Background: an optimization exercise with open tools, aiming at small area. Do not read the settings as production practice.
Function was checked by simulation only, so behaviour that the tests miss may differ from the original.

`flow/flow/run.sh`:
```
#!/bin/bash
# Standard layout, with these changes: ports are buffered with the smallest
# buffer; the clock tree uses clkbuf_8 leaves and no dummy loads; buffers
# that synthesis added are removed and its upsized cells set back to drive 1
# after floorplanning (repair_design and repair_timing resize as needed).
set -euo pipefail
export BUFFER_PORTS_ARGS="-buffer_cell sky130_fd_sc_hd__buf_1"
export CTS_ARGS="-sink_clustering_enable -repair_clock_nets -dont_use_dummy_load -sink_clustering_size 16 -sink_clustering_max_diameter 80 -buf_list sky130_fd_sc_hd__clkbuf_8 -root_buf sky130_fd_sc_hd__clkbuf_16"
export REMOVE_ABC_BUFFERS=1
export POST_FLOORPLAN_TCL="$PWD/flow/downsize.tcl"
bash standard.sh > standard.log 2>&1
```
`flow/flow/downsize.tcl`:
```
# Replace every combinational cell that synthesis sized up with the drive-1
# version of the same cell; placement's repair_design and repair_timing size
# back up what the layout needs.
set db [ord::get_db]
set block [ord::get_db_block]
set n 0
foreach inst [$block getInsts] {
  set name [[$inst getMaster] getName]
  if {[regexp {^(sky130_fd_sc_hd__[a-z0-9]+)_([0-9]+)$} $name -> base drv]} {
    if {$drv > 1 && ![string match "*__df*" $base] && ![string match "*__edf*" $base] \
        && ![string match "*clk*" $base] && ![string match "*conb*" $base]} {
      set new [$db findMaster ${base}_1]
      if {$new != "NULL" && $new != ""} {
        $inst swapMaster $new
        incr n
      }
    }
  }
}
puts "downsize.tcl: $n instances set to drive 1"
```
`flow/standard.sh`:
```
#!/bin/bash
# synth_recipe.tcl (not shown) runs the flow's synth.tcl, then flattens the netlist and writes it again
# the make line also repeats each setting of config.mk as NAME=value (left out here)
make -C /OpenROAD-flow-scripts/flow DESIGN_CONFIG=/design/flow/config.mk WORK_HOME=/design/flow/orfs CLKGATE_MAP_FILE= SYNTH_SCRIPT=/design/flow/synth_recipe.tcl "${@:-finish}"
```
`flow/design.v`:
```
`timescale 1ns / 1ps
module FFT_8pt(
    input clk, reset,
    input [11:0] real_in, imag_in,
    input [2:0] addr_real, addr_imag,
    input wr_en_real, wr_en_imag,
    output [23:0] fft_real_out, fft_imag_out
);
    reg [95:0] real_mem, imag_mem;
    reg [2:0] read_addr_real, read_addr_imag;
    integer a;
    always @(posedge clk) begin
        for (a = 0; a < 8; a = a + 1) begin
            if (wr_en_real && addr_real == a) real_mem[a*12 +: 12] <= {~real_in[11], real_in[10:0]};
            if (wr_en_imag && addr_imag == a) imag_mem[a*12 +: 12] <= {~imag_in[11], imag_in[10:0]};
        end
        if (!wr_en_real) read_addr_real <= addr_real;
        if (!wr_en_imag) read_addr_imag <= addr_imag;
    end
    wire [11:0] mr = real_mem[read_addr_real*12 +: 12];
    wire [11:0] mi = imag_mem[read_addr_imag*12 +: 12];
    reg [2:0] k;
    reg run;
    always @(posedge clk or posedge reset) begin
        if (reset) begin
            k <= 3'd0;
            run <= 1'b0;
        end else begin
            k <= k + 3'd1;
            if (k == 3'd7) run <= 1'b1;
        end
    end
    wire sw = k[0] & k[1];
    wire ng = k[2] & ~k[0];
    wire [11:0] cr = sw ? mi : (mr ^ {12{ng}});
    wire [11:0] ci = (sw ? mr : mi) ^ {12{sw | ng}};
    reg [11:0] rr [0:7];
    reg [11:0] ri [0:7];
    wire [11:0] er = run ? rr[0] : cr;
    wire [11:0] ei = run ? ri[0] : ci;
    integer q;
    always @(posedge clk) begin
        for (q = 0; q < 7; q = q + 1) begin
            rr[q] <= rr[q+1];
            ri[q] <= ri[q+1];
        end
        rr[7] <= er;
        ri[7] <= ei;
    end
    wire [2:0] j = k + 3'd1;
    wire [11:0] sr0 = rr[1];
    wire [11:0] sr1 = rr[2];
    wire [11:0] sr2 = rr[3];
    wire [11:0] sr3 = rr[4];
    wire [11:0] sr4 = rr[5];
    wire [11:0] sr5 = rr[6];
    wire [11:0] sr6 = rr[7];
    wire [11:0] sr7 = er;
    wire [11:0] si0 = ri[1];
    wire [11:0] si1 = ri[2];
    wire [11:0] si2 = ri[3];
    wire [11:0] si3 = ri[4];
    wire [11:0] si4 = ri[5];
    wire [11:0] si5 = ri[6];
    wire [11:0] si6 = ri[7];
    wire [11:0] si7 = ei;
    wire odd = j[0];
    wire sn = ~j[0] & (j[1] ^ j[2]);
    wire t1 = j[0] & ~j[1];
    wire t3 = j[0] & j[1];
    wire snt1 = (~j[0] & (j[1] ^ j[2])) | (j[0] & ~j[1]);
    wire snt3 = (~j[0] & (j[1] ^ j[2])) | (j[0] & j[1]);
    wire [7:0] tab_cb0r = 8'b11111010;
    wire cb0r = tab_cb0r[j];
    wire [7:0] tab_cb0i = 8'b11111010;
    wire cb0i = tab_cb0i[j];
    wire [7:0] tab_cb1r = 8'b10101010;
    wire cb1r = tab_cb1r[j];
    wire [7:0] tab_cb1i = 8'b11101110;
    wire cb1i = tab_cb1i[j];
    wire [7:0] tab_cb2r = 8'b10111110;
    wire cb2r = tab_cb2r[j];
    wire [7:0] tab_cb2i = 8'b10111110;
    wire cb2i = tab_cb2i[j];
    wire [7:0] tab_cb3r = 8'b10101010;
    wire cb3r = tab_cb3r[j];
    wire [7:0] tab_cb3i = 8'b10111011;
    wire cb3i = tab_cb3i[j];
    wire [7:0] tab_cc0r = 8'b01010100;
    wire cc0r = tab_cc0r[j];
    wire [7:0] tab_cc0i = 8'b01010100;
    wire cc0i = tab_cc0i[j];
    wire [7:0] tab_cc1r = 8'b11101110;
    wire cc1r = tab_cc1r[j];
    wire [7:0] tab_cc1i = 8'b01000100;
    wire cc1i = tab_cc1i[j];
    wire [3:0] kc;
    wire [7:0] tab_kc0 = 8'b00000100;
    assign kc[0] = tab_kc0[j];
    wire [7:0] tab_kc1 = 8'b10101010;
    assign kc[1] = tab_kc1[j];
    wire [7:0] tab_kc2 = 8'b01010101;
    assign kc[2] = tab_kc2[j];
    wire [7:0] tab_kc3 = 8'b00100110;
    assign kc[3] = tab_kc3[j];
    wire [23:0] yr, yi;
    wire w0, w1, w2, w3, w4, w5, w6, w7, w8, w9, w10, w11, w12, w13, w14, w15, w16, w17, w18, w19, w20, w21, w22, w23, w24, w25, w26, w27, w28, w29, w30, w31, w32, w33, w34, w35, w36, w37, w38, w39, w40, w41, w42, w43, w44, w45, w46, w47, w48, w49, w50, w51, w52, w53, w54, w55, w56, w57, w58, w59, w60, w61, w62, w63, w64, w65, w66, w67, w68, w69, w70, w71, w72, w73, w74, w75, w76, w77, w78, w79, w80, w81, w82, w83, w84, w85, w86, w87, w88, w89, w90, w91, w92, w93, w94, w95, w96, w97, w98, w99, w100, w101, w102, w103, w104, w105, w106, w107, w108, w109, w110, w111, w112, w113, w114, w115, w116, w117, w118, w119, w120, w121, w122, w123, w124, w125, w126, w127, w128, w129, w130, w131, w132, w133, w134, w135, w136, w137, w138, w139, w140, w141, w142, w143, w144, w145, w146, w147, w148, w149, w150, w151, w152, w153, w154, w155, w156, w157, w158, w159, w160, w161, w162, w163, w164, w165, w166, w167, w168, w169, w170, w171, w172, w173, w174, w175, w176, w177, w178, w179, w180, w181, w182, w183, w184, w185, w186, w187, w188, w189, w190, w191, w192, w193, w194, w195, w196, w197, w198, w199, w200, w201, w202, w203, w204, w205, w206, w207, w208, w209, w210, w211, w212, w213, w214, w215, w216, w217, w218, w219, w220, w221, w222, w223, w224, w225, w226, w227, w228, w229, w230, w231, w232, w233, w234, w235, w236, w237, w238, w239, w240, w241, w242, w243, w244, w245, w246, w247, w248, w249, w250, w251, w252, w253, w254, w255, w256, w257, w258, w259, w260, w261, w262, w263, w264, w265, w266, w267, w268, w269, w270, w271, w272, w273, w274, w275, w276, w277, w278, w279, w280, w281, w282, w283, w284, w285, w286, w287, w288, w289, w290, w291, w292, w293, w294, w295, w296, w297, w298, w299, w300, w301, w302, w303, w304, w305, w306, w307, w308, w309, w310, w311, w312, w313, w314, w315, w316, w317, w318, w319, w320, w321, w322, w323, w324, w325, w326, w327, w328, w329, w330, w331, w332, w333, w334, w335, w336, w337, w338, w339, w340, w341, w342, w343, w344, w345, w346, w347, w348, w349, w350, w351, w352, w353, w354, w355, w356, w357, w358, w359, w360, w361, w362, w363, w364, w365, w366, w367, w368, w369, w370, w371, w372, w373, w374, w375, w376, w377, w378, w379, w380, w381, w382, w383, w384, w385, w386, w387, w388, w389, w390, w391, w392, w393, w394, w395, w396, w397, w398, w399, w400, w401, w402, w403, w404, w405, w406, w407, w408, w409, w410, w411, w412, w413, w414, w415, w416, w417, w418, w419, w420, w421, w422, w423, w424, w425, w426, w427, w428, w429, w430, w431, w432, w433, w434, w435, w436, w437, w438, w439, w440, w441, w442, w443, w444, w445, w446, w447, w448, w449, w450, w451, w452, w453, w454, w455, w456, w457, w458, w459, w460, w461, w462, w463, w464, w465, w466, w467, w468, w469, w470, w471, w472, w473, w474, w475, w476, w477, w478, w479, w480, w481, w482, w483, w484, w485, w486, w487, w488, w489, w490, w491, w492, w493, w494, w495, w496, w497, w498, w499, w500, w501, w502, w503, w504, w505, w506, w507, w508, w509, w510, w511, w512, w513, w514, w515, w516, w517, w518, w519, w520, w521, w522, w523, w524, w525, w526, w527, w528, w529, w530, w531, w532, w533, w534, w535, w536, w537, w538, w539, w540, w541, w542, w543, w544, w545, w546, w547, w548, w549, w550, w551, w552, w553, w554, w555, w556, w557, w558, w559, w560, w561, w562, w563, w564, w565, w566, w567, w568, w569, w570, w571, w572, w573, w574, w575, w576, w577, w578, w579, w580, w581, w582, w583, w584, w585, w586, w587, w588, w589, w590, w591, w592, w593, w594, w595, w596, w597, w598, w599, w600, w601, w602, w603, w604, w605, w606, w607, w608, w609, w610, w611, w612, w613, w614, w615, w616, w617, w618, w619, w620, w621, w622, w623, w624, w625, w626, w627, w628, w629, w630, w631, w632, w633, w634, w635, w636, w637, w638, w639, w640, w641, w642, w643, w644, w645, w646, w647, w648, w649, w650, w651, w652, w653, w654, w655, w656, w657, w658, w659, w660, w661, w662, w663, w664, w665, w666, w667, w668, w669, w670, w671, w672, w673, w674, w675, w676, w677, w678, w679, w680, w681, w682, w683, w684, w685, w686, w687, w688, w689, w690, w691, w692, w693, w694, w695, w696, w697, w698, w699, w700, w701, w702, w703, w704, w705, w706, w707, w708, w709, w710, w711, w712, w713, w714, w715, w716, w717, w718, w719, w720, w721, w722, w723, w724, w725, w726, w727, w728, w729, w730, w731, w732, w733, w734, w735, w736, w737, w738, w739, w740, w741, w742, w743, w744, w745, w746, w747, w748, w749, w750, w751, w752, w753, w754, w755, w756, w757, w758, w759, w760, w761, w762, w763, w764, w765, w766, w767, w768, w769, w770, w771, w772, w773, w774, w775, w776, w777, w778, w779, w780, w781, w782, w783, w784, w785, w786, w787, w788, w789, w790, w791, w792, w793, w794, w795, w796, w797, w798, w799, w800, w801, w802, w803, w804, w805, w806, w807, w808, w809, w810, w811, w812, w813, w814, w815, w816, w817, w818, w819, w820, w821, w822, w823, w824, w825, w826, w827, w828, w829, w830, w831, w832, w833, w834, w835, w836, w837, w838, w839, w840, w841, w842, w843, w844, w845, w846, w847, w848, w849, w850, w851, w852, w853, w854, w855, w856, w857, w858, w859, w860, w861, w862, w863, w864, w865, w866, w867, w868, w869, w870, w871, w872, w873, w874, w875, w876, w877, w878, w879, w880, w881, w882, w883, w884, w885, w886, w887, w888, w889, w890;
    assign w0 = ~sr4[0];
    assign w1 = ~sr4[1];
    assign w2 = ~sr4[2];
    assign w3 = ~sr4[3];
    assign w4 = ~sr4[4];
    assign w5 = ~sr4[5];
    assign w6 = ~sr4[6];
    assign w7 = ~sr4[7];
    assign w8 = ~sr4[8];
    assign w9 = ~sr4[9];
    assign w10 = ~sr4[10];
    assign w11 = ~sr4[11];
    fft_fa uw12 (.a(sr0[0]), .b(w0), .c(cb0r), .s(w12), .co(w13));
    fft_fa uw14 (.a(sr0[1]), .b(w1), .c(w13), .s(w14), .co(w15));
    fft_fa uw16 (.a(sr0[2]), .b(w2), .c(w15), .s(w16), .co(w17));
    fft_fa uw18 (.a(sr0[3]), .b(w3), .c(w17), .s(w18), .co(w19));
    fft_fa uw20 (.a(sr0[4]), .b(w4), .c(w19), .s(w20), .co(w21));
    fft_fa uw22 (.a(sr0[5]), .b(w5), .c(w21), .s(w22), .co(w23));
    fft_fa uw24 (.a(sr0[6]), .b(w6), .c(w23), .s(w24), .co(w25));
    fft_fa uw26 (.a(sr0[7]), .b(w7), .c(w25), .s(w26), .co(w27));
    fft_fa uw28 (.a(sr0[8]), .b(w8), .c(w27), .s(w28), .co(w29));
    fft_fa uw30 (.a(sr0[9]), .b(w9), .c(w29), .s(w30), .co(w31));
    fft_fa uw32 (.a(sr0[10]), .b(w10), .c(w31), .s(w32), .co(w33));
    fft_fa uw34 (.a(sr0[11]), .b(w11), .c(w33), .s(w34), .co(w35));
    fft_fa uw36 (.a(sr1[0]), .b(sr5[0]), .c(cb1r), .s(w36), .co(w37));
    fft_fa uw38 (.a(sr1[1]), .b(sr5[1]), .c(w37), .s(w38), .co(w39));
    fft_fa uw40 (.a(sr1[2]), .b(sr5[2]), .c(w39), .s(w40), .co(w41));
    fft_fa uw42 (.a(sr1[3]), .b(sr5[3]), .c(w41), .s(w42), .co(w43));
    fft_fa uw44 (.a(sr1[4]), .b(sr5[4]), .c(w43), .s(w44), .co(w45));
    fft_fa uw46 (.a(sr1[5]), .b(sr5[5]), .c(w45), .s(w46), .co(w47));
    fft_fa uw48 (.a(sr1[6]), .b(sr5[6]), .c(w47), .s(w48), .co(w49));
    fft_fa uw50 (.a(sr1[7]), .b(sr5[7]), .c(w49), .s(w50), .co(w51));
    fft_fa uw52 (.a(sr1[8]), .b(sr5[8]), .c(w51), .s(w52), .co(w53));
    fft_fa uw54 (.a(sr1[9]), .b(sr5[9]), .c(w53), .s(w54), .co(w55));
    fft_fa uw56 (.a(sr1[10]), .b(sr5[10]), .c(w55), .s(w56), .co(w57));
    fft_fa uw58 (.a(sr1[11]), .b(sr5[11]), .c(w57), .s(w58), .co(w59));
    assign w60 = ~sr6[0];
    assign w61 = ~sr6[1];
    assign w62 = ~sr6[2];
    assign w63 = ~sr6[3];
    assign w64 = ~sr6[4];
    assign w65 = ~sr6[5];
    assign w66 = ~sr6[6];
    assign w67 = ~sr6[7];
    assign w68 = ~sr6[8];
    assign w69 = ~sr6[9];
    assign w70 = ~sr6[10];
    assign w71 = ~sr6[11];
    fft_fa uw72 (.a(sr2[0]), .b(w60), .c(cb2r), .s(w72), .co(w73));
    fft_fa uw74 (.a(sr2[1]), .b(w61), .c(w73), .s(w74), .co(w75));
    fft_fa uw76 (.a(sr2[2]), .b(w62), .c(w75), .s(w76), .co(w77));
    fft_fa uw78 (.a(sr2[3]), .b(w63), .c(w77), .s(w78), .co(w79));
    fft_fa uw80 (.a(sr2[4]), .b(w64), .c(w79), .s(w80), .co(w81));
    fft_fa uw82 (.a(sr2[5]), .b(w65), .c(w81), .s(w82), .co(w83));
    fft_fa uw84 (.a(sr2[6]), .b(w66), .c(w83), .s(w84), .co(w85));
    fft_fa uw86 (.a(sr2[7]), .b(w67), .c(w85), .s(w86), .co(w87));
    fft_fa uw88 (.a(sr2[8]), .b(w68), .c(w87), .s(w88), .co(w89));
    fft_fa uw90 (.a(sr2[9]), .b(w69), .c(w89), .s(w90), .co(w91));
    fft_fa uw92 (.a(sr2[10]), .b(w70), .c(w91), .s(w92), .co(w93));
    fft_fa uw94 (.a(sr2[11]), .b(w71), .c(w93), .s(w94), .co(w95));
    fft_fa uw96 (.a(sr3[0]), .b(sr7[0]), .c(cb3r), .s(w96), .co(w97));
    fft_fa uw98 (.a(sr3[1]), .b(sr7[1]), .c(w97), .s(w98), .co(w99));
    fft_fa uw100 (.a(sr3[2]), .b(sr7[2]), .c(w99), .s(w100), .co(w101));
    fft_fa uw102 (.a(sr3[3]), .b(sr7[3]), .c(w101), .s(w102), .co(w103));
    fft_fa uw104 (.a(sr3[4]), .b(sr7[4]), .c(w103), .s(w104), .co(w105));
    fft_fa uw106 (.a(sr3[5]), .b(sr7[5]), .c(w105), .s(w106), .co(w107));
    fft_fa uw108 (.a(sr3[6]), .b(sr7[6]), .c(w107), .s(w108), .co(w109));
    fft_fa uw110 (.a(sr3[7]), .b(sr7[7]), .c(w109), .s(w110), .co(w111));
    fft_fa uw112 (.a(sr3[8]), .b(sr7[8]), .c(w111), .s(w112), .co(w113));
    fft_fa uw114 (.a(sr3[9]), .b(sr7[9]), .c(w113), .s(w114), .co(w115));
    fft_fa uw116 (.a(sr3[10]), .b(sr7[10]), .c(w115), .s(w116), .co(w117));
    fft_fa uw118 (.a(sr3[11]), .b(sr7[11]), .c(w117), .s(w118), .co(w119));
    assign w120 = ~si4[0];
    assign w121 = ~si4[1];
    assign w122 = ~si4[2];
    assign w123 = ~si4[3];
    assign w124 = ~si4[4];
    assign w125 = ~si4[5];
    assign w126 = ~si4[6];
    assign w127 = ~si4[7];
    assign w128 = ~si4[8];
    assign w129 = ~si4[9];
    assign w130 = ~si4[10];
    assign w131 = ~si4[11];
    fft_fa uw132 (.a(si0[0]), .b(w120), .c(cb0i), .s(w132), .co(w133));
    fft_fa uw134 (.a(si0[1]), .b(w121), .c(w133), .s(w134), .co(w135));
    fft_fa uw136 (.a(si0[2]), .b(w122), .c(w135), .s(w136), .co(w137));
    fft_fa uw138 (.a(si0[3]), .b(w123), .c(w137), .s(w138), .co(w139));
    fft_fa uw140 (.a(si0[4]), .b(w124), .c(w139), .s(w140), .co(w141));
    fft_fa uw142 (.a(si0[5]), .b(w125), .c(w141), .s(w142), .co(w143));
    fft_fa uw144 (.a(si0[6]), .b(w126), .c(w143), .s(w144), .co(w145));
    fft_fa uw146 (.a(si0[7]), .b(w127), .c(w145), .s(w146), .co(w147));
    fft_fa uw148 (.a(si0[8]), .b(w128), .c(w147), .s(w148), .co(w149));
    fft_fa uw150 (.a(si0[9]), .b(w129), .c(w149), .s(w150), .co(w151));
    fft_fa uw152 (.a(si0[10]), .b(w130), .c(w151), .s(w152), .co(w153));
    fft_fa uw154 (.a(si0[11]), .b(w131), .c(w153), .s(w154), .co(w155));
    fft_fa uw156 (.a(si1[0]), .b(si5[0]), .c(cb1i), .s(w156), .co(w157));
    fft_fa uw158 (.a(si1[1]), .b(si5[1]), .c(w157), .s(w158), .co(w159));
    fft_fa uw160 (.a(si1[2]), .b(si5[2]), .c(w159), .s(w160), .co(w161));
    fft_fa uw162 (.a(si1[3]), .b(si5[3]), .c(w161), .s(w162), .co(w163));
    fft_fa uw164 (.a(si1[4]), .b(si5[4]), .c(w163), .s(w164), .co(w165));
    fft_fa uw166 (.a(si1[5]), .b(si5[5]), .c(w165), .s(w166), .co(w167));
    fft_fa uw168 (.a(si1[6]), .b(si5[6]), .c(w167), .s(w168), .co(w169));
    fft_fa uw170 (.a(si1[7]), .b(si5[7]), .c(w169), .s(w170), .co(w171));
    fft_fa uw172 (.a(si1[8]), .b(si5[8]), .c(w171), .s(w172), .co(w173));
    fft_fa uw174 (.a(si1[9]), .b(si5[9]), .c(w173), .s(w174), .co(w175));
    fft_fa uw176 (.a(si1[10]), .b(si5[10]), .c(w175), .s(w176), .co(w177));
    fft_fa uw178 (.a(si1[11]), .b(si5[11]), .c(w177), .s(w178), .co(w179));
    assign w180 = ~si6[0];
    assign w181 = ~si6[1];
    assign w182 = ~si6[2];
    assign w183 = ~si6[3];
    assign w184 = ~si6[4];
    assign w185 = ~si6[5];
    assign w186 = ~si6[6];
    assign w187 = ~si6[7];
    assign w188 = ~si6[8];
    assign w189 = ~si6[9];
    assign w190 = ~si6[10];
    assign w191 = ~si6[11];
    fft_fa uw192 (.a(si2[0]), .b(w180), .c(cb2i), .s(w192), .co(w193));
    fft_fa uw194 (.a(si2[1]), .b(w181), .c(w193), .s(w194), .co(w195));
    fft_fa uw196 (.a(si2[2]), .b(w182), .c(w195), .s(w196), .co(w197));
    fft_fa uw198 (.a(si2[3]), .b(w183), .c(w197), .s(w198), .co(w199));
    fft_fa uw200 (.a(si2[4]), .b(w184), .c(w199), .s(w200), .co(w201));
    fft_fa uw202 (.a(si2[5]), .b(w185), .c(w201), .s(w202), .co(w203));
    fft_fa uw204 (.a(si2[6]), .b(w186), .c(w203), .s(w204), .co(w205));
    fft_fa uw206 (.a(si2[7]), .b(w187), .c(w205), .s(w206), .co(w207));
    fft_fa uw208 (.a(si2[8]), .b(w188), .c(w207), .s(w208), .co(w209));
    fft_fa uw210 (.a(si2[9]), .b(w189), .c(w209), .s(w210), .co(w211));
    fft_fa uw212 (.a(si2[10]), .b(w190), .c(w211), .s(w212), .co(w213));
    fft_fa uw214 (.a(si2[11]), .b(w191), .c(w213), .s(w214), .co(w215));
    fft_fa uw216 (.a(si3[0]), .b(si7[0]), .c(cb3i), .s(w216), .co(w217));
    fft_fa uw218 (.a(si3[1]), .b(si7[1]), .c(w217), .s(w218), .co(w219));
    fft_fa uw220 (.a(si3[2]), .b(si7[2]), .c(w219), .s(w220), .co(w221));
    fft_fa uw222 (.a(si3[3]), .b(si7[3]), .c(w221), .s(w222), .co(w223));
    fft_fa uw224 (.a(si3[4]), .b(si7[4]), .c(w223), .s(w224), .co(w225));
    fft_fa uw226 (.a(si3[5]), .b(si7[5]), .c(w225), .s(w226), .co(w227));
    fft_fa uw228 (.a(si3[6]), .b(si7[6]), .c(w227), .s(w228), .co(w229));
    fft_fa uw230 (.a(si3[7]), .b(si7[7]), .c(w229), .s(w230), .co(w231));
    fft_fa uw232 (.a(si3[8]), .b(si7[8]), .c(w231), .s(w232), .co(w233));
    fft_fa uw234 (.a(si3[9]), .b(si7[9]), .c(w233), .s(w234), .co(w235));
    fft_fa uw236 (.a(si3[10]), .b(si7[10]), .c(w235), .s(w236), .co(w237));
    fft_fa uw238 (.a(si3[11]), .b(si7[11]), .c(w237), .s(w238), .co(w239));
    fft_fa uw240 (.a(w12), .b(w72), .c(cc0r), .s(w240), .co(w241));
    fft_fa uw242 (.a(w14), .b(w74), .c(w241), .s(w242), .co(w243));
    fft_fa uw244 (.a(w16), .b(w76), .c(w243), .s(w244), .co(w245));
    fft_fa uw246 (.a(w18), .b(w78), .c(w245), .s(w246), .co(w247));
    fft_fa uw248 (.a(w20), .b(w80), .c(w247), .s(w248), .co(w249));
    fft_fa uw250 (.a(w22), .b(w82), .c(w249), .s(w250), .co(w251));
    fft_fa uw252 (.a(w24), .b(w84), .c(w251), .s(w252), .co(w253));
    fft_fa uw254 (.a(w26), .b(w86), .c(w253), .s(w254), .co(w255));
    fft_fa uw256 (.a(w28), .b(w88), .c(w255), .s(w256), .co(w257));
    fft_fa uw258 (.a(w30), .b(w90), .c(w257), .s(w258), .co(w259));
    fft_fa uw260 (.a(w32), .b(w92), .c(w259), .s(w260), .co(w261));
    fft_fa uw262 (.a(w34), .b(w94), .c(w261), .s(w262), .co(w263));
    fft_fa uw264 (.a(w35), .b(w95), .c(w263), .s(w264), .co(w265));
    fft_fa uw266 (.a(w132), .b(w192), .c(cc0i), .s(w266), .co(w267));
    fft_fa uw268 (.a(w134), .b(w194), .c(w267), .s(w268), .co(w269));
    fft_fa uw270 (.a(w136), .b(w196), .c(w269), .s(w270), .co(w271));
    fft_fa uw272 (.a(w138), .b(w198), .c(w271), .s(w272), .co(w273));
    fft_fa uw274 (.a(w140), .b(w200), .c(w273), .s(w274), .co(w275));
    fft_fa uw276 (.a(w142), .b(w202), .c(w275), .s(w276), .co(w277));
    fft_fa uw278 (.a(w144), .b(w204), .c(w277), .s(w278), .co(w279));
    fft_fa uw280 (.a(w146), .b(w206), .c(w279), .s(w280), .co(w281));
    fft_fa uw282 (.a(w148), .b(w208), .c(w281), .s(w282), .co(w283));
    fft_fa uw284 (.a(w150), .b(w210), .c(w283), .s(w284), .co(w285));
    fft_fa uw286 (.a(w152), .b(w212), .c(w285), .s(w286), .co(w287));
    fft_fa uw288 (.a(w154), .b(w214), .c(w287), .s(w288), .co(w289));
    fft_fa uw290 (.a(w155), .b(w215), .c(w289), .s(w290), .co(w291));
    assign w292 = ~w216;
    assign w293 = ~w218;
    assign w294 = ~w220;
    assign w295 = ~w222;
    assign w296 = ~w224;
    assign w297 = ~w226;
    assign w298 = ~w228;
    assign w299 = ~w230;
    assign w300 = ~w232;
    assign w301 = ~w234;
    assign w302 = ~w236;
    assign w303 = ~w238;
    assign w304 = ~w239;
    fft_fa uw305 (.a(w36), .b(w292), .c(cc1r), .s(w305), .co(w306));
    fft_fa uw307 (.a(w38), .b(w293), .c(w306), .s(w307), .co(w308));
    fft_fa uw309 (.a(w40), .b(w294), .c(w308), .s(w309), .co(w310));
    fft_fa uw311 (.a(w42), .b(w295), .c(w310), .s(w311), .co(w312));
    fft_fa uw313 (.a(w44), .b(w296), .c(w312), .s(w313), .co(w314));
    fft_fa uw315 (.a(w46), .b(w297), .c(w314), .s(w315), .co(w316));
    fft_fa uw317 (.a(w48), .b(w298), .c(w316), .s(w317), .co(w318));
    fft_fa uw319 (.a(w50), .b(w299), .c(w318), .s(w319), .co(w320));
    fft_fa uw321 (.a(w52), .b(w300), .c(w320), .s(w321), .co(w322));
    fft_fa uw323 (.a(w54), .b(w301), .c(w322), .s(w323), .co(w324));
    fft_fa uw325 (.a(w56), .b(w302), .c(w324), .s(w325), .co(w326));
    fft_fa uw327 (.a(w58), .b(w303), .c(w326), .s(w327), .co(w328));
    fft_fa uw329 (.a(w59), .b(w304), .c(w328), .s(w329), .co(w330));
    fft_fa uw331 (.a(w156), .b(w96), .c(cc1i), .s(w331), .co(w332));
    fft_fa uw333 (.a(w158), .b(w98), .c(w332), .s(w333), .co(w334));
    fft_fa uw335 (.a(w160), .b(w100), .c(w334), .s(w335), .co(w336));
    fft_fa uw337 (.a(w162), .b(w102), .c(w336), .s(w337), .co(w338));
    fft_fa uw339 (.a(w164), .b(w104), .c(w338), .s(w339), .co(w340));
    fft_fa uw341 (.a(w166), .b(w106), .c(w340), .s(w341), .co(w342));
    fft_fa uw343 (.a(w168), .b(w108), .c(w342), .s(w343), .co(w344));
    fft_fa uw345 (.a(w170), .b(w110), .c(w344), .s(w345), .co(w346));
    fft_fa uw347 (.a(w172), .b(w112), .c(w346), .s(w347), .co(w348));
    fft_fa uw349 (.a(w174), .b(w114), .c(w348), .s(w349), .co(w350));
    fft_fa uw351 (.a(w176), .b(w116), .c(w350), .s(w351), .co(w352));
    fft_fa uw353 (.a(w178), .b(w118), .c(w352), .s(w353), .co(w354));
    fft_fa uw355 (.a(w179), .b(w119), .c(w354), .s(w355), .co(w356));
    assign w357 = t1 ? w331 : w305;
    assign w358 = w357 ^ sn;
    assign w359 = t1 ? w333 : w307;
    assign w360 = w359 ^ sn;
    assign w361 = t1 ? w335 : w309;
    assign w362 = w361 ^ sn;
    assign w363 = t1 ? w337 : w311;
    assign w364 = w363 ^ sn;
    assign w365 = t1 ? w339 : w313;
    assign w366 = w365 ^ sn;
    assign w367 = t1 ? w341 : w315;
    assign w368 = w367 ^ sn;
    assign w369 = t1 ? w343 : w317;
    assign w370 = w369 ^ sn;
    assign w371 = t1 ? w345 : w319;
    assign w372 = w371 ^ sn;
    assign w373 = t1 ? w347 : w321;
    assign w374 = w373 ^ sn;
    assign w375 = t1 ? w349 : w323;
    assign w376 = w375 ^ sn;
    assign w377 = t1 ? w351 : w325;
    assign w378 = w377 ^ sn;
    assign w379 = t1 ? w353 : w327;
    assign w380 = w379 ^ sn;
    assign w381 = t1 ? w355 : w329;
    assign w382 = w381 ^ sn;
    assign w383 = t1 ? w356 : w330;
    assign w384 = w383 ^ sn;
    assign w385 = t1 ? w305 : w331;
    assign w386 = w385 ^ snt1;
    assign w387 = t1 ? w307 : w333;
    assign w388 = w387 ^ snt1;
    assign w389 = t1 ? w309 : w335;
    assign w390 = w389 ^ snt1;
    assign w391 = t1 ? w311 : w337;
    assign w392 = w391 ^ snt1;
    assign w393 = t1 ? w313 : w339;
    assign w394 = w393 ^ snt1;
    assign w395 = t1 ? w315 : w341;
    assign w396 = w395 ^ snt1;
    assign w397 = t1 ? w317 : w343;
    assign w398 = w397 ^ snt1;
    assign w399 = t1 ? w319 : w345;
    assign w400 = w399 ^ snt1;
    assign w401 = t1 ? w321 : w347;
    assign w402 = w401 ^ snt1;
    assign w403 = t1 ? w323 : w349;
    assign w404 = w403 ^ snt1;
    assign w405 = t1 ? w325 : w351;
    assign w406 = w405 ^ snt1;
    assign w407 = t1 ? w327 : w353;
    assign w408 = w407 ^ snt1;
    assign w409 = t1 ? w329 : w355;
    assign w410 = w409 ^ snt1;
    assign w411 = t1 ? w330 : w356;
    assign w412 = w411 ^ snt1;
    assign w413 = w240 ^ sn;
    assign w414 = w242 ^ sn;
    assign w415 = w244 ^ sn;
    assign w416 = w246 ^ sn;
    assign w417 = w248 ^ sn;
    assign w418 = w250 ^ sn;
    assign w419 = w252 ^ sn;
    assign w420 = w254 ^ sn;
    assign w421 = w256 ^ sn;
    assign w422 = w258 ^ sn;
    assign w423 = w260 ^ sn;
    assign w424 = w262 ^ sn;
    assign w425 = w264 ^ sn;
    assign w426 = w265 ^ sn;
    assign w427 = w266 & odd;
    assign w428 = w427 ^ t3;
    assign w429 = w268 & odd;
    assign w430 = w429 ^ t3;
    assign w431 = w270 & odd;
    assign w432 = w431 ^ t3;
    assign w433 = w272 & odd;
    assign w434 = w433 ^ t3;
    assign w435 = w274 & odd;
    assign w436 = w435 ^ t3;
    assign w437 = w276 & odd;
    assign w438 = w437 ^ t3;
    assign w439 = w278 & odd;
    assign w440 = w439 ^ t3;
    assign w441 = w280 & odd;
    assign w442 = w441 ^ t3;
    assign w443 = w282 & odd;
    assign w444 = w443 ^ t3;
    assign w445 = w284 & odd;
    assign w446 = w445 ^ t3;
    assign w447 = w286 & odd;
    assign w448 = w447 ^ t3;
    assign w449 = w288 & odd;
    assign w450 = w449 ^ t3;
    assign w451 = w290 & odd;
    assign w452 = w451 ^ t3;
    assign w453 = w291 & odd;
    assign w454 = w453 ^ t3;
    fft_fa uw455 (.a(w413), .b(w428), .c(snt3), .s(w455), .co(w456));
    fft_fa uw457 (.a(w414), .b(w430), .c(w456), .s(w457), .co(w458));
    fft_fa uw459 (.a(w415), .b(w432), .c(w458), .s(w459), .co(w460));
    fft_fa uw461 (.a(w416), .b(w434), .c(w460), .s(w461), .co(w462));
    fft_fa uw463 (.a(w417), .b(w436), .c(w462), .s(w463), .co(w464));
    fft_fa uw465 (.a(w418), .b(w438), .c(w464), .s(w465), .co(w466));
    fft_fa uw467 (.a(w419), .b(w440), .c(w466), .s(w467), .co(w468));
    fft_fa uw469 (.a(w420), .b(w442), .c(w468), .s(w469), .co(w470));
    fft_fa uw471 (.a(w421), .b(w444), .c(w470), .s(w471), .co(w472));
    fft_fa uw473 (.a(w422), .b(w446), .c(w472), .s(w473), .co(w474));
    fft_fa uw475 (.a(w423), .b(w448), .c(w474), .s(w475), .co(w476));
    fft_fa uw477 (.a(w424), .b(w450), .c(w476), .s(w477), .co(w478));
    fft_fa uw479 (.a(w425), .b(w452), .c(w478), .s(w479), .co(w480));
    fft_fa uw481 (.a(w426), .b(w454), .c(w480), .s(w481), .co(w482));
    assign w483 = w266 ^ sn;
    assign w484 = w268 ^ sn;
    assign w485 = w270 ^ sn;
    assign w486 = w272 ^ sn;
    assign w487 = w274 ^ sn;
    assign w488 = w276 ^ sn;
    assign w489 = w278 ^ sn;
    assign w490 = w280 ^ sn;
    assign w491 = w282 ^ sn;
    assign w492 = w284 ^ sn;
    assign w493 = w286 ^ sn;
    assign w494 = w288 ^ sn;
    assign w495 = w290 ^ sn;
    assign w496 = w291 ^ sn;
    assign w497 = w240 & odd;
    assign w498 = w497 ^ t1;
    assign w499 = w242 & odd;
    assign w500 = w499 ^ t1;
    assign w501 = w244 & odd;
    assign w502 = w501 ^ t1;
    assign w503 = w246 & odd;
    assign w504 = w503 ^ t1;
    assign w505 = w248 & odd;
    assign w506 = w505 ^ t1;
    assign w507 = w250 & odd;
    assign w508 = w507 ^ t1;
    assign w509 = w252 & odd;
    assign w510 = w509 ^ t1;
    assign w511 = w254 & odd;
    assign w512 = w511 ^ t1;
    assign w513 = w256 & odd;
    assign w514 = w513 ^ t1;
    assign w515 = w258 & odd;
    assign w516 = w515 ^ t1;
    assign w517 = w260 & odd;
    assign w518 = w517 ^ t1;
    assign w519 = w262 & odd;
    assign w520 = w519 ^ t1;
    assign w521 = w264 & odd;
    assign w522 = w521 ^ t1;
    assign w523 = w265 & odd;
    assign w524 = w523 ^ t1;
    fft_fa uw525 (.a(w483), .b(w498), .c(snt1), .s(w525), .co(w526));
    fft_fa uw527 (.a(w484), .b(w500), .c(w526), .s(w527), .co(w528));
    fft_fa uw529 (.a(w485), .b(w502), .c(w528), .s(w529), .co(w530));
    fft_fa uw531 (.a(w486), .b(w504), .c(w530), .s(w531), .co(w532));
    fft_fa uw533 (.a(w487), .b(w506), .c(w532), .s(w533), .co(w534));
    fft_fa uw535 (.a(w488), .b(w508), .c(w534), .s(w535), .co(w536));
    fft_fa uw537 (.a(w489), .b(w510), .c(w536), .s(w537), .co(w538));
    fft_fa uw539 (.a(w490), .b(w512), .c(w538), .s(w539), .co(w540));
    fft_fa uw541 (.a(w491), .b(w514), .c(w540), .s(w541), .co(w542));
    fft_fa uw543 (.a(w492), .b(w516), .c(w542), .s(w543), .co(w544));
    fft_fa uw545 (.a(w493), .b(w518), .c(w544), .s(w545), .co(w546));
    fft_fa uw547 (.a(w494), .b(w520), .c(w546), .s(w547), .co(w548));
    fft_fa uw549 (.a(w495), .b(w522), .c(w548), .s(w549), .co(w550));
    fft_fa uw551 (.a(w496), .b(w524), .c(w550), .s(w551), .co(w552));
    assign w553 = w455 & odd;
    assign w554 = w457 & odd;
    assign w555 = w459 & odd;
    assign w556 = w461 & odd;
    assign w557 = w463 & odd;
    assign w558 = w465 & odd;
    assign w559 = w467 & odd;
    assign w560 = w469 & odd;
    assign w561 = w471 & odd;
    assign w562 = w473 & odd;
    assign w563 = w475 & odd;
    assign w564 = w477 & odd;
    assign w565 = w479 & odd;
    assign w566 = w481 & odd;
    assign w567 = w482 & odd;
    fft_ha uw568 (.a(w555), .b(w553), .s(w568), .co(w569));
    fft_fa uw570 (.a(w556), .b(w554), .c(w569), .s(w570), .co(w571));
    fft_fa uw572 (.a(w557), .b(w555), .c(w571), .s(w572), .co(w573));
    fft_fa uw574 (.a(w558), .b(w556), .c(w573), .s(w574), .co(w575));
    fft_fa uw576 (.a(w559), .b(w557), .c(w575), .s(w576), .co(w577));
    fft_fa uw578 (.a(w560), .b(w558), .c(w577), .s(w578), .co(w579));
    fft_fa uw580 (.a(w561), .b(w559), .c(w579), .s(w580), .co(w581));
    fft_fa uw582 (.a(w562), .b(w560), .c(w581), .s(w582), .co(w583));
    fft_fa uw584 (.a(w563), .b(w561), .c(w583), .s(w584), .co(w585));
    fft_fa uw586 (.a(w564), .b(w562), .c(w585), .s(w586), .co(w587));
    fft_fa uw588 (.a(w565), .b(w563), .c(w587), .s(w588), .co(w589));
    fft_fa uw590 (.a(w566), .b(w564), .c(w589), .s(w590), .co(w591));
    fft_fa uw592 (.a(w567), .b(w565), .c(w591), .s(w592), .co(w593));
    fft_ha uw594 (.a(w566), .b(w593), .s(w594), .co(w595));
    fft_ha uw596 (.a(w567), .b(w595), .s(w596), .co(w597));
    assign w598 = ~w553;
    assign w599 = ~w554;
    assign w600 = ~w568;
    assign w601 = ~w570;
    assign w602 = ~w572;
    assign w603 = ~w574;
    assign w604 = ~w576;
    assign w605 = ~w578;
    assign w606 = ~w580;
    assign w607 = ~w582;
    assign w608 = ~w584;
    assign w609 = ~w586;
    assign w610 = ~w588;
    assign w611 = ~w590;
    assign w612 = ~w592;
    assign w613 = ~w594;
    assign w614 = ~w596;
    assign w615 = ~w597;
    assign w616 = ~(w572 ^ w598);
    assign w617 = w572 | w598;
    fft_fa uw618 (.a(w574), .b(w599), .c(w617), .s(w618), .co(w619));
    fft_fa uw620 (.a(w576), .b(w600), .c(w619), .s(w620), .co(w621));
    fft_fa uw622 (.a(w578), .b(w601), .c(w621), .s(w622), .co(w623));
    fft_fa uw624 (.a(w358), .b(w455), .c(w580), .s(w624), .co(w625));
    fft_fa uw626 (.a(w602), .b(kc[0]), .c(w623), .s(w626), .co(w627));
    fft_fa uw628 (.a(w360), .b(w457), .c(w582), .s(w628), .co(w629));
    fft_fa uw630 (.a(w603), .b(w625), .c(w627), .s(w630), .co(w631));
    fft_fa uw632 (.a(w362), .b(w459), .c(w584), .s(w632), .co(w633));
    fft_fa uw634 (.a(w604), .b(w629), .c(w631), .s(w634), .co(w635));
    fft_fa uw636 (.a(w364), .b(w461), .c(w586), .s(w636), .co(w637));
    fft_fa uw638 (.a(w605), .b(w633), .c(w635), .s(w638), .co(w639));
    fft_fa uw640 (.a(w366), .b(w463), .c(w588), .s(w640), .co(w641));
    fft_fa uw642 (.a(w606), .b(w637), .c(w639), .s(w642), .co(w643));
    fft_fa uw644 (.a(w368), .b(w465), .c(w590), .s(w644), .co(w645));
    fft_fa uw646 (.a(w607), .b(w641), .c(w643), .s(w646), .co(w647));
    fft_fa uw648 (.a(w370), .b(w467), .c(w592), .s(w648), .co(w649));
    fft_fa uw650 (.a(w608), .b(kc[1]), .c(w645), .s(w650), .co(w651));
    fft_fa uw652 (.a(w647), .b(w648), .c(w650), .s(w652), .co(w653));
    fft_fa uw654 (.a(w372), .b(w469), .c(w594), .s(w654), .co(w655));
    fft_fa uw656 (.a(w609), .b(kc[1]), .c(w649), .s(w656), .co(w657));
    fft_fa uw658 (.a(w651), .b(w653), .c(w654), .s(w658), .co(w659));
    fft_fa uw660 (.a(w374), .b(w471), .c(w596), .s(w660), .co(w661));
    fft_fa uw662 (.a(w610), .b(w655), .c(w657), .s(w662), .co(w663));
    fft_fa uw664 (.a(w659), .b(w660), .c(w662), .s(w664), .co(w665));
    fft_fa uw666 (.a(w376), .b(w473), .c(w597), .s(w666), .co(w667));
    fft_fa uw668 (.a(w611), .b(kc[1]), .c(w661), .s(w668), .co(w669));
    fft_fa uw670 (.a(w663), .b(w665), .c(w666), .s(w670), .co(w671));
    fft_fa uw672 (.a(w378), .b(w475), .c(w612), .s(w672), .co(w673));
    fft_fa uw674 (.a(w667), .b(w669), .c(w671), .s(w674), .co(w675));
    fft_fa uw676 (.a(w380), .b(w477), .c(w613), .s(w676), .co(w677));
    fft_fa uw678 (.a(w673), .b(w675), .c(w676), .s(w678), .co(w679));
    fft_fa uw680 (.a(w382), .b(w479), .c(w614), .s(w680), .co(w681));
    fft_fa uw682 (.a(kc[1]), .b(w677), .c(w679), .s(w682), .co(w683));
    fft_fa uw684 (.a(w384), .b(w481), .c(w615), .s(w684), .co(w685));
    fft_fa uw686 (.a(kc[1]), .b(w681), .c(w683), .s(w686), .co(w687));
    fft_fa uw688 (.a(w482), .b(kc[1]), .c(w685), .s(w688), .co(w689));
    fft_ha uw690 (.a(w624), .b(w626), .s(w690), .co(w691));
    fft_fa uw692 (.a(w628), .b(w630), .c(w691), .s(w692), .co(w693));
    fft_fa uw694 (.a(w632), .b(w634), .c(w693), .s(w694), .co(w695));
    fft_fa uw696 (.a(w636), .b(w638), .c(w695), .s(w696), .co(w697));
    fft_fa uw698 (.a(w640), .b(w642), .c(w697), .s(w698), .co(w699));
    fft_fa uw700 (.a(w644), .b(w646), .c(w699), .s(w700), .co(w701));
    fft_ha uw702 (.a(w652), .b(w701), .s(w702), .co(w703));
    fft_fa uw704 (.a(w656), .b(w658), .c(w703), .s(w704), .co(w705));
    fft_ha uw706 (.a(w664), .b(w705), .s(w706), .co(w707));
    fft_fa uw708 (.a(w668), .b(w670), .c(w707), .s(w708), .co(w709));
    fft_fa uw710 (.a(w672), .b(w674), .c(w709), .s(w710), .co(w711));
    fft_ha uw712 (.a(w678), .b(w711), .s(w712), .co(w713));
    fft_fa uw714 (.a(w680), .b(w682), .c(w713), .s(w714), .co(w715));
    fft_fa uw716 (.a(w684), .b(w686), .c(w715), .s(w716), .co(w717));
    fft_fa uw718 (.a(w687), .b(w688), .c(w717), .s(w718), .co(w719));
    fft_fa uw720 (.a(kc[2]), .b(w689), .c(w719), .s(w720), .co(w721));
    assign w722 = w525 & odd;
    assign w723 = w527 & odd;
    assign w724 = w529 & odd;
    assign w725 = w531 & odd;
    assign w726 = w533 & odd;
    assign w727 = w535 & odd;
    assign w728 = w537 & odd;
    assign w729 = w539 & odd;
    assign w730 = w541 & odd;
    assign w731 = w543 & odd;
    assign w732 = w545 & odd;
    assign w733 = w547 & odd;
    assign w734 = w549 & odd;
    assign w735 = w551 & odd;
    assign w736 = w552 & odd;
    fft_ha uw737 (.a(w724), .b(w722), .s(w737), .co(w738));
    fft_fa uw739 (.a(w725), .b(w723), .c(w738), .s(w739), .co(w740));
    fft_fa uw741 (.a(w726), .b(w724), .c(w740), .s(w741), .co(w742));
    fft_fa uw743 (.a(w727), .b(w725), .c(w742), .s(w743), .co(w744));
    fft_fa uw745 (.a(w728), .b(w726), .c(w744), .s(w745), .co(w746));
    fft_fa uw747 (.a(w729), .b(w727), .c(w746), .s(w747), .co(w748));
    fft_fa uw749 (.a(w730), .b(w728), .c(w748), .s(w749), .co(w750));
    fft_fa uw751 (.a(w731), .b(w729), .c(w750), .s(w751), .co(w752));
    fft_fa uw753 (.a(w732), .b(w730), .c(w752), .s(w753), .co(w754));
    fft_fa uw755 (.a(w733), .b(w731), .c(w754), .s(w755), .co(w756));
    fft_fa uw757 (.a(w734), .b(w732), .c(w756), .s(w757), .co(w758));
    fft_fa uw759 (.a(w735), .b(w733), .c(w758), .s(w759), .co(w760));
    fft_fa uw761 (.a(w736), .b(w734), .c(w760), .s(w761), .co(w762));
    fft_ha uw763 (.a(w735), .b(w762), .s(w763), .co(w764));
    fft_ha uw765 (.a(w736), .b(w764), .s(w765), .co(w766));
    assign w767 = ~w722;
    assign w768 = ~w723;
    assign w769 = ~w737;
    assign w770 = ~w739;
    assign w771 = ~w741;
    assign w772 = ~w743;
    assign w773 = ~w745;
    assign w774 = ~w747;
    assign w775 = ~w749;
    assign w776 = ~w751;
    assign w777 = ~w753;
    assign w778 = ~w755;
    assign w779 = ~w757;
    assign w780 = ~w759;
    assign w781 = ~w761;
    assign w782 = ~w763;
    assign w783 = ~w765;
    assign w784 = ~w766;
    assign w785 = ~(w741 ^ w767);
    assign w786 = w741 | w767;
    fft_fa uw787 (.a(w743), .b(w768), .c(w786), .s(w787), .co(w788));
    fft_fa uw789 (.a(w745), .b(w769), .c(w788), .s(w789), .co(w790));
    fft_fa uw791 (.a(w747), .b(w770), .c(w790), .s(w791), .co(w792));
    fft_fa uw793 (.a(w386), .b(w525), .c(w749), .s(w793), .co(w794));
    fft_fa uw795 (.a(w771), .b(kc[3]), .c(w792), .s(w795), .co(w796));
    fft_fa uw797 (.a(w388), .b(w527), .c(w751), .s(w797), .co(w798));
    fft_fa uw799 (.a(w772), .b(w794), .c(w796), .s(w799), .co(w800));
    fft_fa uw801 (.a(w390), .b(w529), .c(w753), .s(w801), .co(w802));
    fft_fa uw803 (.a(w773), .b(w798), .c(w800), .s(w803), .co(w804));
    fft_fa uw805 (.a(w392), .b(w531), .c(w755), .s(w805), .co(w806));
    fft_fa uw807 (.a(w774), .b(w802), .c(w804), .s(w807), .co(w808));
    fft_fa uw809 (.a(w394), .b(w533), .c(w757), .s(w809), .co(w810));
    fft_fa uw811 (.a(w775), .b(w806), .c(w808), .s(w811), .co(w812));
    fft_fa uw813 (.a(w396), .b(w535), .c(w759), .s(w813), .co(w814));
    fft_fa uw815 (.a(w776), .b(w810), .c(w812), .s(w815), .co(w816));
    fft_fa uw817 (.a(w398), .b(w537), .c(w761), .s(w817), .co(w818));
    fft_fa uw819 (.a(w777), .b(kc[1]), .c(w814), .s(w819), .co(w820));
    fft_fa uw821 (.a(w816), .b(w817), .c(w819), .s(w821), .co(w822));
    fft_fa uw823 (.a(w400), .b(w539), .c(w763), .s(w823), .co(w824));
    fft_fa uw825 (.a(w778), .b(kc[1]), .c(w818), .s(w825), .co(w826));
    fft_fa uw827 (.a(w820), .b(w822), .c(w823), .s(w827), .co(w828));
    fft_fa uw829 (.a(w402), .b(w541), .c(w765), .s(w829), .co(w830));
    fft_fa uw831 (.a(w779), .b(w824), .c(w826), .s(w831), .co(w832));
    fft_fa uw833 (.a(w828), .b(w829), .c(w831), .s(w833), .co(w834));
    fft_fa uw835 (.a(w404), .b(w543), .c(w766), .s(w835), .co(w836));
    fft_fa uw837 (.a(w780), .b(kc[1]), .c(w830), .s(w837), .co(w838));
    fft_fa uw839 (.a(w832), .b(w834), .c(w835), .s(w839), .co(w840));
    fft_fa uw841 (.a(w406), .b(w545), .c(w781), .s(w841), .co(w842));
    fft_fa uw843 (.a(w836), .b(w838), .c(w840), .s(w843), .co(w844));
    fft_fa uw845 (.a(w408), .b(w547), .c(w782), .s(w845), .co(w846));
    fft_fa uw847 (.a(w842), .b(w844), .c(w845), .s(w847), .co(w848));
    fft_fa uw849 (.a(w410), .b(w549), .c(w783), .s(w849), .co(w850));
    fft_fa uw851 (.a(kc[1]), .b(w846), .c(w848), .s(w851), .co(w852));
    fft_fa uw853 (.a(w412), .b(w551), .c(w784), .s(w853), .co(w854));
    fft_fa uw855 (.a(kc[1]), .b(w850), .c(w852), .s(w855), .co(w856));
    fft_fa uw857 (.a(w552), .b(kc[1]), .c(w854), .s(w857), .co(w858));
    fft_ha uw859 (.a(w793), .b(w795), .s(w859), .co(w860));
    fft_fa uw861 (.a(w797), .b(w799), .c(w860), .s(w861), .co(w862));
    fft_fa uw863 (.a(w801), .b(w803), .c(w862), .s(w863), .co(w864));
    fft_fa uw865 (.a(w805), .b(w807), .c(w864), .s(w865), .co(w866));
    fft_fa uw867 (.a(w809), .b(w811), .c(w866), .s(w867), .co(w868));
    fft_fa uw869 (.a(w813), .b(w815), .c(w868), .s(w869), .co(w870));
    fft_ha uw871 (.a(w821), .b(w870), .s(w871), .co(w872));
    fft_fa uw873 (.a(w825), .b(w827), .c(w872), .s(w873), .co(w874));
    fft_ha uw875 (.a(w833), .b(w874), .s(w875), .co(w876));
    fft_fa uw877 (.a(w837), .b(w839), .c(w876), .s(w877), .co(w878));
    fft_fa uw879 (.a(w841), .b(w843), .c(w878), .s(w879), .co(w880));
    fft_ha uw881 (.a(w847), .b(w880), .s(w881), .co(w882));
    fft_fa uw883 (.a(w849), .b(w851), .c(w882), .s(w883), .co(w884));
    fft_fa uw885 (.a(w853), .b(w855), .c(w884), .s(w885), .co(w886));
    fft_fa uw887 (.a(w856), .b(w857), .c(w886), .s(w887), .co(w888));
    fft_fa uw889 (.a(kc[2]), .b(w858), .c(w888), .s(w889), .co(w890));
    assign yr[0] = w553;
    assign yr[1] = w554;
    assign yr[2] = w568;
    assign yr[3] = w570;
    assign yr[4] = w616;
    assign yr[5] = w618;
    assign yr[6] = w620;
    assign yr[7] = w622;
    assign yr[8] = w690;
    assign yr[9] = w692;
    assign yr[10] = w694;
    assign yr[11] = w696;
    assign yr[12] = w698;
    assign yr[13] = w700;
    assign yr[14] = w702;
    assign yr[15] = w704;
    assign yr[16] = w706;
    assign yr[17] = w708;
    assign yr[18] = w710;
    assign yr[19] = w712;
    assign yr[20] = w714;
    assign yr[21] = w716;
    assign yr[22] = w718;
    assign yr[23] = w720;
    assign yi[0] = w722;
    assign yi[1] = w723;
    assign yi[2] = w737;
    assign yi[3] = w739;
    assign yi[4] = w785;
    assign yi[5] = w787;
    assign yi[6] = w789;
    assign yi[7] = w791;
    assign yi[8] = w859;
    assign yi[9] = w861;
    assign yi[10] = w863;
    assign yi[11] = w865;
    assign yi[12] = w867;
    assign yi[13] = w869;
    assign yi[14] = w871;
    assign yi[15] = w873;
    assign yi[16] = w875;
    assign yi[17] = w877;
    assign yi[18] = w879;
    assign yi[19] = w881;
    assign yi[20] = w883;
    assign yi[21] = w885;
    assign yi[22] = w887;
    assign yi[23] = w889;
    reg [23:0] out_r, out_i;
    always @(posedge clk) begin
        out_r <= yr;
        out_i <= yi;
    end
    assign fft_real_out = out_r;
    assign fft_imag_out = out_i;
endmodule
module fft_fa(input a, b, c, output s, co);
    assign s = a ^ b ^ c;
    assign co = (a & b) | (a & c) | (b & c);
endmodule
module fft_ha(input a, b, output s, co);
    assign s = a ^ b;
    assign co = a & b;
endmodule
```
`flow/constraint.sdc`:
```
create_clock -name core_clock -period 16.0 [get_ports {clk}]
set_input_delay 3.2000 -clock core_clock [delete_from_list [all_inputs] [get_ports {clk}]]
set_output_delay 3.2000 -clock core_clock [all_outputs]
set_load 0.01 [all_outputs]
```
`flow/config.mk`:
```
export PLATFORM = sky130hd
export DESIGN_NAME = FFT_8pt
export DESIGN_NICKNAME = FFT_8pt
export VERILOG_FILES = /design/flow/design.v
export SDC_FILE = /design/flow/constraint.sdc
export NUM_CORES = 4
export LEC_CHECK = 0
export CAP_MARGIN = 20
export CORE_MARGIN = 2
export CORE_UTILIZATION = 65
export SLEW_MARGIN = 20
export SYNTH_HIERARCHICAL = 1
```
==> summary.txt, run 1 <==
Along the worst path, the maximum fanout reaches 7. The clock insertion delay at the later pin of the skew report is 0.53 ns. The tree is rooted in a sky130_fd_sc_hd__clkbuf_16. The count of warnings emitted by yosys is 9, and the area of the placeable core is 32600 sq um. Summed over all nets, the half-perimeter wirelength after detailed placement is 30.0 mm. The total global-route track usage was 0.241. Counting stages on the worst path, the most repeated cell is sky130_fd_sc_hd__fa_1. The run gives 9930 sq um as the area of combinational cells with multiple inputs. The final wirelength came out at 38.7 mm.

After clock tree synthesis, the clock-pin slew on the worst setup and hold paths is 0.10 ns. In this design, the stage delay of the slowest critical-path cell is 0.60 ns. The worst path arrival time came out at 15.81 ns. The data required time of the critical path was 16.37 ns.

Worst min-delay path class: flop to flop. Counting flops and latches in the post-synthesis netlist gives 442. Buffers added to address setup during post-CTS repair amount to 0. Each instance of the synthesized netlist takes up on average 16.8 sq um. The run finished with no timing, DRC or antenna violations.

Setup repair after global routing left no endpoint under its margin. The final-report max-slew violation count is 0. The worst setup path is launched from a flop. The first-pass GRT wire length is 60.6 mm. Most instantiated flip-flop cell in the synthesis netlist: sky130_fd_sc_hd__dfxtp_1. The weighted congestion reported at the end of routability-driven placement came out at 0.785.

Port buffering added 81 buffers. Share of flip-flops with an asynchronous set or reset: 0.00905. The maximum frequency from static timing analysis is 64.8 MHz, and the number of failing hold endpoints at the final stage is 0. TritonCTS built the clock tree.

During I/O placement, the number of pins put on the boundary was 82. The antenna cell count came out at 0. Gates resized during post-CTS repair numbered 0. Summed over all layers, the global routing overflow is 0. The cell area that synthesis handed to floorplanning was 21600 sq um. Among all stages on the critical path, the largest delay is contributed by sky130_fd_sc_hd__fa_1. Using the TritonRoute via totals, the vias-per-cell ratio works out to 5.36. In this run the cell area measured after placement is 22300 sq um. At the pin with the least slew margin, the transition time is 0.939 ns.

The run gives 2 as the H-tree depth. The via count of the first global-routing pass came out at 11000. The tree built by TritonCTS fans out to 442 sinks.

In this run the vertical extent of the chip is 186 um. After filler insertion, the fill cell instance count of the layout stands at 2229. Synthesis instantiated 28 different standard cells from the library. Relative to the synthesized area, the layout overhead comes to 5.71%. The ratio of final minimum period to clock period works out to 0.965. Summing over every cut layer, the via total after detailed routing is 9800. The number of nets in the finished design was 1741. The pre-antenna-repair detailed-routing pass consisted of 4 iterations.

The number of flops mapped to enable cells by yosys works out to 198. The number of buffers added to fix hold violations after cts is 0, and the worst slew margin relative to its limit is 0.374. Clock tree synthesis inserted a total of 34 buffers.

The run gives 1284 as the number of instances in the synthesized netlist. The sequential cells in the finished layout cover a total of 10900 sq um. The first routing iteration left 431 violations.

The logs give 0.699 for the core utilization of the finished layout and 0 ns for the setup total negative slack. Once detail routing completed, the nets flagged for antenna violations numbered 0. In this run the horizontal extent of the chip is 186 um. The tools report the row count as 66. The area of the die is 34600 sq um. The register area share after synthesis came out at 0.503. The maximum count of clock buffers along a single path came out at 3. For this run, design rule violations remaining after detail routing come to 0. Across the run, the number of max-cap violations was 0. The clock arrives with 0.0752 ns of skew. Entering global routing, the biggest net connects 47 pins. The fraction of layout instances using a drive strength above 1 came out at 0.0483. The tools report the capturing element type of the critical path as a flop. The setup path with the least slack is of type flop to flop. The routed design could run at a clock period as short as 15.44 ns. The number of endpoints failing setup at the final stage is 0, and the effective utilization at floorplan is 0.661. The final cell area excluding filler cells came out at 22800 sq um. Dividing the detail-routed wire length by the instance count gives 21.2 um. The initial antenna violation count was 0.
cell families after synthesis:
logic type	Yosys count	synth area share
XOR/XNOR	97	0.0394
AO/OA/AOI/OAI	12	0.00836
multiplexers	128	0.0988
adder cells (fa/ha/maj)	319	0.288
buffers and inverters	151	0.0297
AND/OR/NAND/NOR	135	0.0321
flip-flops	442	0.503
per-module statistics from Yosys (local to each module, per instance):
module	flops+latches	cell area, sq um
FFT_8pt	442	15500
fft_fa	0	20.0
fft_ha	0	12.5
per-stage QoR:
stage / hold WS [ns] / cells / setup slack [ns]
after floorplan: 0.331 / 1242 / 0.0694
after global placement: 0.335 / 1794 / 0.623
after detailed placement: 0.335 / 1794 / 0.527
after CTS: 0.340 / 1828 / 0.496
after global routing: 0.335 / 1828 / 0.136
final: 0.345 / 1828 / 0.562
final timing paths:
check	start	end	slack, ns	cells after the start
worst max-delay path	k[1]	out_r[23]	0.56	36
worst max register to register	k[1]	out_r[23]	0.56	36
max in group asynchronous	reset	k[1]	13.27	2
worst min-delay path	ri[5][5]	ri[4][5]	0.34	0
min in group asynchronous	reset	run	2.55	2
worst min register to register	ri[5][5]	ri[4][5]	0.34	0
flip-flops by register name, summed over array words and instances, names as in the netlist:
signal and cells:
imag_mem 96, real_mem 96, ri 96, rr 96, out_i 24, out_r 24
k 3, read_addr_imag 3, read_addr_real 3, run 1
placed cells by master, fill, tap and decap left out, types with 4 or more instances in the layout:
| master | Yosys | layout |
|---|---|---|
| sky130_fd_sc_hd__mux4_1 | 2 | 48 |
| sky130_fd_sc_hd__dfxtp_1 | 240 | 240 |
| sky130_fd_sc_hd__nand2_1 | 42 | 41 |
| sky130_fd_sc_hd__mux2i_1 | 55 | 78 |
| sky130_fd_sc_hd__a221oi_1 | 0 | 12 |
| sky130_fd_sc_hd__xnor2_1 | 82 | 82 |
| sky130_fd_sc_hd__buf_4 | 1 | 29 |
| sky130_fd_sc_hd__buf_1 | 4 | 81 |
| sky130_fd_sc_hd__edfxtp_1 | 198 | 198 |
| sky130_fd_sc_hd__ha_1 | 23 | 22 |
| sky130_fd_sc_hd__nor3_1 | 15 | 16 |
| sky130_fd_sc_hd__nand2b_1 | 10 | 10 |
| sky130_fd_sc_hd__fa_1 | 296 | 296 |
| sky130_fd_sc_hd__clkbuf_8 | 0 | 29 |
| sky130_fd_sc_hd__inv_1 | 109 | 108 |
| sky130_fd_sc_hd__clkbuf_16 | 0 | 5 |
| sky130_fd_sc_hd__xor2_1 | 15 | 15 |
| sky130_fd_sc_hd__nor2b_1 | 53 | 53 |
| sky130_fd_sc_hd__nor2_1 | 13 | 13 |
| sky130_fd_sc_hd__dfrtp_1 | 4 | 4 |
cells in the mapped netlist (13+ instances only):
cell                       instances  area share
sky130_fd_sc_hd__mux2i_4          17       0.018
sky130_fd_sc_hd__mux2i_1          55       0.026
sky130_fd_sc_hd__xor2_1           15      0.0061
sky130_fd_sc_hd__mux4_2           46       0.048
sky130_fd_sc_hd__nor3_1           15      0.0035
sky130_fd_sc_hd__nor2b_1          53       0.015
sky130_fd_sc_hd__dfxtp_1         240        0.22
sky130_fd_sc_hd__nand2_1          42      0.0073
sky130_fd_sc_hd__xnor2_1          82       0.033
sky130_fd_sc_hd__ha_1             23       0.013
sky130_fd_sc_hd__clkbuf_1         19      0.0033
sky130_fd_sc_hd__nor2_1           13      0.0023
sky130_fd_sc_hd__edfxtp_1        198        0.28
sky130_fd_sc_hd__fa_1            296        0.27
sky130_fd_sc_hd__inv_1           109       0.019
critical path, delay by kind of cell, from the launching register on:
kind                       cells  cell delay (ns)
xor gates and xnor gates       1             0.18
muxes                          1             0.33
and+or+nand+nor                2             0.32
DFF                            1             0.46
adders and majority gates     32            14.02
layout make-up:
type,instances,area share
Inverter,109,0.0180
Timing Repair Buffer,110,0.0229
Sequential cell,442,0.476
Clock buffer,34,0.0230
Tap cell,442,0.0243
Multi-Input combinational cell,691,0.436
per-layer routing:
layer  vias to the layer above  wire, um  GRT usage
li1                       4488         -          -
met1                      5079     17300      0.340
met2                       180     19300      0.403
met3                        53      1290     0.0350
met4                         0       890     0.0617
met5                         -         0          0
==> run 2: changes to the inputs <==
==> flow/flow/downsize.tcl (replaced) <==
# Set every combinational cell to the smallest-area drive strength of the
# same cell, and let placement's repair_design and repair_timing size back up
# what the layout needs.
set db [ord::get_db]
set block [ord::get_db_block]
set n 0
foreach inst [$block getInsts] {
  set m [$inst getMaster]
  set name [$m getName]
  if {![regexp {^(sky130_fd_sc_hd__[a-z0-9]+)_([0-9]+)$} $name -> base drv]} { continue }
  if {[string match "*__df*" $base] || [string match "*__edf*" $base] \
      || [string match "*clk*" $base] || [string match "*conb*" $base]} { continue }
  set best $m
  set barea [expr {[$m getWidth] * [$m getHeight]}]
  foreach d {0 1 2} {
    set c [$db findMaster ${base}_$d]
    if {$c == "NULL" || $c == ""} { continue }
    set a [expr {[$c getWidth] * [$c getHeight]}]
    if {$a < $barea} { set best $c; set barea $a }
  }
  if {$best != $m} {
    $inst swapMaster $best
    incr n
  }
}
puts "downsize.tcl: $n instances resized"
==> run 2 against run 1 <==
Against the previous run: clock skew decreased by 0.035 ns; final area down 0.77%; worst hold slack about the same; critical endpoint unchanged; global-route usage is 0.062 points higher; still clean on timing, DRC and antenna.
==> summary.txt, run 2 <==
The number of nets in the finished design is 1741 (unchanged), and the top fanout value on the critical path is 7 (unchanged). For the number of endpoints failing setup at the final stage, the log shows 0 (unchanged). The met2 wire length was 18.8 mm (was 19.3 mm). The worst path arrival time came out at 15.82 ns (was 15.81 ns).

The area of the die came out at 34600 sq um (unchanged). The clock insertion delay at the later pin of the skew report was 0.52 ns (was 0.53 ns). The cell taking the most area after synthesis is sky130_fd_sc_hd__edfxtp_1 (unchanged). The maximum frequency from static timing analysis was 64.7 MHz (was 64.8 MHz); the post-synthesis simple-gate area fraction was 0.0321 (unchanged). The detailed-route wire length per cell was 21.2 um (about the same). Worst min-delay path class: flop to flop (unchanged). The logs give 0 (unchanged) for the antenna cell count and 16.36 ns (was 16.37 ns) for the data required time of the critical path. The slowest stage cell on the critical path is sky130_fd_sc_hd__fa_1 (unchanged). The logs give 47 (unchanged) for the pin count of the biggest net entering global routing and 0 (unchanged) for the number of nets with antenna violations after routing. Compound-gate portion of the synthesized area: 0.00836 (unchanged).

The number of sinks handled by clock tree synthesis came out at 442 (unchanged). Top cells by count, synth: sky130_fd_sc_hd__fa_1, sky130_fd_sc_hd__dfxtp_1, sky130_fd_sc_hd__edfxtp_1, sky130_fd_sc_hd__inv_1, sky130_fd_sc_hd__xnor2_1 (unchanged). The run gives 9750 sq um (was 9930 sq um) as the area of combinational cells with multiple inputs.

The synthesized area per cell is 16.8 sq um (unchanged), and the worst slew margin relative to its limit is 0.389 (was 0.374). The H-tree depth is 2 (unchanged). The tools report the number of buffers added to fix hold violations after cts as 0 (unchanged). The run gives 4 (unchanged) as the number of iterations in the first detailed-routing pass. The run gives 0 (unchanged) as the number of max-capacitance violations reported. The setup total negative slack is 0 ns (unchanged), and the number of flops mapped to enable cells by yosys is 198 (unchanged). The count of warnings emitted by yosys is 9 (unchanged). The flow ran to the end and the layout has no timing, DRC or antenna violations.

Share of flip-flops with an asynchronous set or reset: 0.00905 (unchanged). The fraction of layout instances using a drive strength above 1 is 0.0851 (was 0.0483), and the via total after detailed routing is 9686 (was 9800). The area of the placeable core is 32600 sq um (unchanged), and the total global-route track usage is 0.242 (was 0.241). The number of buffers created by CTS is 34 (unchanged). The ratio of final minimum period to clock period was 0.966 (was 0.965). The number of distinct library cell variants in the gate-level netlist after synthesis came out at 28 (unchanged).

The post-CTS setup buffer count is 0 (unchanged), and the mux contribution to synthesized area is 0.0988 (unchanged). For the row count, the log shows 66 (unchanged). The initial antenna violation count is 0 (unchanged). Number of instances resized during post-cts repair: 0 (unchanged).
[run 2: through the flow]
step / instance area, sq um / hold WS [ns] / util / std cells / worst slack [ns]
detailed placement: 22100 / 0.335 / 0.677 / 1794 / 0.563
floorplan: 21300 / 0.331 / - / 1242 / 0.0694
global placement: 22100 / 0.336 / 0.677 / 1794 / 0.666
global route: 22600 / 0.362 / 0.693 / 1828 / 0.106
CTS: 22600 / 0.349 / 0.693 / 1828 / 0.499
finish: 22600 / 0.345 / 0.693 / 1828 / 0.541
[run 2: Yosys stat by module, one instance, submodules excluded]
module	cell area, sq um	flip-flops and latches	cells
FFT_8pt	15500	442	974
fft_fa	20.0	0	1
fft_ha	12.5	0	1
[run 2: metal layers]
layer,vias to the layer above,track usage
met1,5013,0.350
met5,-,0
met2,175,0.390
met3,54,0.0309
met4,0,0.0784
li1,4444,-
[run 2: critical path, delay by kind of cell (launching register included)]
family / cells / cell delay, ns
flops: 1 / 0.48
fa+ha+maj: 32 / 13.98
mux: 1 / 0.33
xor+xnor: 1 / 0.18
simple gates: 2 / 0.32
[run 2: final cells by class]
cell class,count,share of cell area
Inverter,109,0.0181
Clock buffer,34,0.0232
Sequential cell,442,0.480
Timing Repair Buffer,110,0.0231
Multi-Input combinational cell,691,0.431
Tap cell,442,0.0245
[run 2: path summary, 6_finish.rpt]
path / startpoint / end / slack [ns] / depth (start not counted)
max: k[1] / out_r[23] / 0.54 / 36
max in group asynchronous: reset / k[1] / 13.32 / 2
max reg2reg: k[1] / out_r[23] / 0.54 / 36
min reg2reg: ri[7][8] / ri[6][8] / 0.34 / 0
min: ri[7][8] / ri[6][8] / 0.34 / 0
min in group asynchronous: reset / k[0] / 2.52 / 2
[run 2: cells by family after synthesis]
logic type,Yosys count
flip-flops,442
adder cells (fa/ha/maj),319
buffers and inverters,151
AND/OR/NAND/NOR,135
multiplexers,128
XOR/XNOR,97
AO/OA/AOI/OAI,12

## what the ideal ports hide
No port has a modelled driver above. Below, the same layouts with a new extraction and two added sets of constraints. Step 1, drivers: a clkbuf_16 drives clk and a buf_2 each remaining input, both assumed. Step 2, shift: input delay + t, output delay - t, t = (earliest + latest rising clock arrival at the registers) / 2. This alone moves slack from input paths to output paths. Slacks: ideal ports / drivers / drivers and shift; pairs: ideal ports / drivers.
run | shift t [ns] | setup slack, ns | worst setup path at the end | clock arrival spread, ns
run 1 | 0.545 | 0.562 / 0.562 / 0.562 | register to register | 0.075 / 0.075
run 2 | 0.561 | 0.541 / 0.541 / 0.541 | register to register | 0.040 / 0.040
After both steps every run listed still meets setup and hold.
